Background: an optimization exercise with open tools, aiming at small area, a short achievable clock period and few clock cycles. Do not read the settings as production practice.
The RTL was checked by simulation tests, not by an equivalence proof against the original design.
Power is estimated from default activity; no workload was simulated.

==> flow/design.v <==
`timescale 1ns/10ps
module LBP ( clk, reset, gray_addr, gray_req, gray_data, lbp_addr, lbp_write, lbp_data, finish);
input   	clk;
input   	reset;
output  [5:0] 	gray_addr;
output        	gray_req;
input   	[7:0] 	gray_data;
output reg [5:0] 	lbp_addr;
output reg 		lbp_write;
output reg [7:0] 	lbp_data;
output reg 	finish;
reg [5:0] cnt;
wire [2:0] r = cnt[5:3];
wire [2:0] c = cnt[2:0];
assign gray_addr = cnt;
assign gray_req  = 1'b1;
always @(posedge clk or posedge reset)
begin
	if (reset) begin
		cnt <= 6'd0;
		finish <= 1'b0;
	end else begin
		cnt <= cnt + 6'd1;
		if (cnt == 6'd63) finish <= 1'b1;
	end
end
always @(posedge clk)
begin
	lbp_write <= !finish && (r >= 3'd2) && (c >= 3'd2);
end
reg [7:0] s1, s2, s3, s4, s5, s6, s7, s8, s9;
wire [7:0] n = gray_data;     
wire [7:0] a = ~s9;           
wire [7:0] b = ~s8;           
wire [7:0] cc = ~s7;          
wire [7:0] d = ~s1;           
always @(posedge clk)
begin
	s1 <= ~n; s2 <= s1; s3 <= s2; s4 <= s3; s5 <= s4;
	s6 <= s5; s7 <= s6; s8 <= s7; s9 <= s8;
end
reg [3:0] l0_1, l0_2, l0_3, l0_4, l0_5, l0_6, l0_7, l0_8, l0_9;
reg [1:0] l5;
reg       l6;
function [1:0] cmp;   
	input [7:0] x, y;
	reg [7:0] g, p;
	reg [3:0] g2, p2;
	reg [1:0] g4, p4;
	begin
		g = x & ~y;
		p = x | ~y;
		g2 = {g[7] | p[7] & g[6], g[5] | p[5] & g[4], g[3] | p[3] & g[2], g[1] | p[1] & g[0]};
		p2 = {g[7] | p[7] & p[6], g[5] | p[5] & p[4], g[3] | p[3] & p[2], g[1] | p[1] & p[0]};
		g4 = {g2[3] | p2[3] & g2[2], g2[1] | p2[1] & g2[0]};
		p4 = {g2[3] | p2[3] & p2[2], g2[1] | p2[1] & p2[0]};
		cmp = {g4[1] | p4[1] & g4[0], g4[1] | p4[1] & p4[0]};
	end
endfunction
wire [1:0] ca = cmp(a, n), cb = cmp(b, n), cc2 = cmp(cc, n), cd = cmp(d, n), cba = cmp(b, a);
wire a_ge = ca[0], n_ge_a = ~ca[1];
wire b_ge = cb[0], n_ge_b = ~cb[1];
wire c_ge = cc2[0], n_ge_c = ~cc2[1];
wire d_ge = cd[0];
wire b_ge_a = cba[0];
always @(posedge clk)
begin
	l0_1 <= {d_ge, c_ge, b_ge, a_ge};
	l0_2 <= l0_1; l0_3 <= l0_2; l0_4 <= l0_3; l0_5 <= l0_4;
	l0_6 <= l0_5; l0_7 <= l0_6; l0_8 <= l0_7; l0_9 <= l0_8;
	l5 <= {l5[0], n_ge_c};
	l6 <= n_ge_b;
	lbp_data <= {n_ge_a, l6, l5[1], b_ge_a, l0_9};
	lbp_addr <= {r - 3'd1, c - 3'd1};
end
endmodule
export LEC_CHECK = 0
export CAP_MARGIN = 20
export CORE_MARGIN = 2
export CORE_UTILIZATION = 65
export CTS_BUF_LIST = sky130_fd_sc_hd__clkbuf_8 sky130_fd_sc_hd__clkbuf_4
export CTS_CLUSTER_DIAMETER = 100
export CTS_CLUSTER_SIZE = 40
export SETUP_SLACK_MARGIN = 2.3
export SLEW_MARGIN = 20
create_clock -name core_clock -period 4.0 [get_ports {clk}]
standard.sh (not shown) runs the stock make flow with config.mk's settings and CLKGATE_MAP_FILE= SYNTH_SCRIPT=/design/flow/synth_recipe.tcl, a recipe that flattens the netlist after the stock synthesis.
==> flow/flow/run.sh <==
#!/bin/bash
# The standard layout, with plain buf_2 cells as the port buffers and a
# clkbuf_16 root and clkbuf_4 leaves in the clock tree, without dummy loads.
set -euo pipefail
export BUFFER_PORTS_ARGS="-buffer_cell sky130_fd_sc_hd__buf_2"
export CTS_ARGS="-sink_clustering_enable -repair_clock_nets -sink_clustering_size 50 -sink_clustering_max_diameter 100 -buf_list {sky130_fd_sc_hd__clkbuf_4} -root_buf sky130_fd_sc_hd__clkbuf_16 -dont_use_dummy_load"
bash standard.sh > standard.log 2>&1
Testbench counts at the start, summed over its fixed seeds: cycles 4,160.
Change:
==> flow/flow/run.sh (replaced) <==
#!/bin/bash
# The standard layout, with plain buf_2 cells as the port buffers and a
# clkbuf_16 root and clkbuf_8 leaves in the clock tree, without dummy loads.
set -euo pipefail
export BUFFER_PORTS_ARGS="-buffer_cell sky130_fd_sc_hd__buf_2"
export CTS_ARGS="-sink_clustering_enable -repair_clock_nets -sink_clustering_size 50 -sink_clustering_max_diameter 100 -buf_list {sky130_fd_sc_hd__clkbuf_8} -root_buf sky130_fd_sc_hd__clkbuf_16 -dont_use_dummy_load"
bash standard.sh > standard.log 2>&1
Settings changed: CORE_UTILIZATION 65 to 55.
Effect:
- The changed run completed without violations
- worst hold slack degrades by 7.9 ps
- clock skew shrinks by 17 ps
- clock-buffer cell count does not change
- sequential power stays flat
- register-to-register slack is better by 30 ps
- utilization went down by 9.0 points
- power rose by a little under a tenth
- sequential share of layout area decreases by 1.7 points
- global-route usage goes down by 3.9 points
- die area climbs by about a fifth

========
// LBP: RTL as listed in full above, without the edits since
export LEC_CHECK = 0
export CAP_MARGIN = 20
export CORE_MARGIN = 2
export CORE_UTILIZATION = 55
export CTS_BUF_LIST = sky130_fd_sc_hd__clkbuf_8 sky130_fd_sc_hd__clkbuf_4
export CTS_CLUSTER_DIAMETER = 100
export CTS_CLUSTER_SIZE = 40
export SETUP_SLACK_MARGIN = 2.3
export SLEW_MARGIN = 20
create_clock -name core_clock -period 4.0 [get_ports {clk}]
==> flow/flow/run.sh <==
#!/bin/bash
# The standard layout, with plain buf_2 cells as the port buffers and a
# clock tree without dummy loads.
set -euo pipefail
export BUFFER_PORTS_ARGS="-buffer_cell sky130_fd_sc_hd__buf_2"
export CTS_ARGS="-sink_clustering_enable -repair_clock_nets -sink_clustering_size 50 -sink_clustering_max_diameter 100 -buf_list {sky130_fd_sc_hd__clkbuf_8} -root_buf sky130_fd_sc_hd__clkbuf_16 -dont_use_dummy_load"
bash standard.sh > standard.log 2>&1
The first run produced a clean layout.
Testbench counts at the start, summed over its fixed seeds: cycles 4,160.
Then changed:
==> flow/flow/run.sh (replaced) <==
#!/bin/bash
# The standard layout, with plain buf_2 cells as the port buffers and a
# clkbuf_16 root and clkbuf_4 leaves in the clock tree, without dummy loads.
set -euo pipefail
export BUFFER_PORTS_ARGS="-buffer_cell sky130_fd_sc_hd__buf_2"
export CTS_ARGS="-sink_clustering_enable -repair_clock_nets -sink_clustering_size 50 -sink_clustering_max_diameter 100 -buf_list {sky130_fd_sc_hd__clkbuf_4} -root_buf sky130_fd_sc_hd__clkbuf_8 -dont_use_dummy_load"
bash standard.sh > standard.log 2>&1
After rerunning:
- The new run completed with no timing, DRC or antenna violations
- synthesized area stays the same
- clock power goes down by 29%
- setup slack improved by 5.7 ps
- routed wire length fell by 1.9%
- first-iteration DRC count fell by 17%

## separate check: timing with driven ports
Ports are ideal in the flow. The routed layouts listed here were re-timed in OpenROAD. Step 1 assumes that a clkbuf_16 drives the clock port and a buf_2 every other input. Step 2, shift: input delay + t, output delay - t, t = (earliest + latest rising clock arrival at the registers) / 2. This alone moves slack from input paths to output paths. Three values: no drivers, after step 1, after step 2; two values: the first two.
run | t, ns | setup slack, ns | hold slack, ns | worst setup path at the end | worst data-port slew with drivers (ns)
the first run of note 1 | 0.365 | 2.335 / 2.298 / 2.011 | 0.305 / 0.305 / 0.305 | input to register | 0.04
the second run of note 1 | 0.371 | 2.314 / 2.276 / 1.987 | 0.297 / 0.297 / 0.297 | input to register | 0.03
the first run of note 2 | 0.371 | 2.314 / 2.276 / 1.987 | 0.297 / 0.297 / 0.297 | input to register | 0.03
the second run of note 2 | 0.390 | 2.319 / 2.288 / 1.955 | 0.283 / 0.283 / 0.283 | input to register | 0.03
After both steps setup and hold are still met in every run listed. The setup slack of the second run of note 2, which loses most, moves by -0.031 ns with the drivers and by -0.364 ns with both steps.
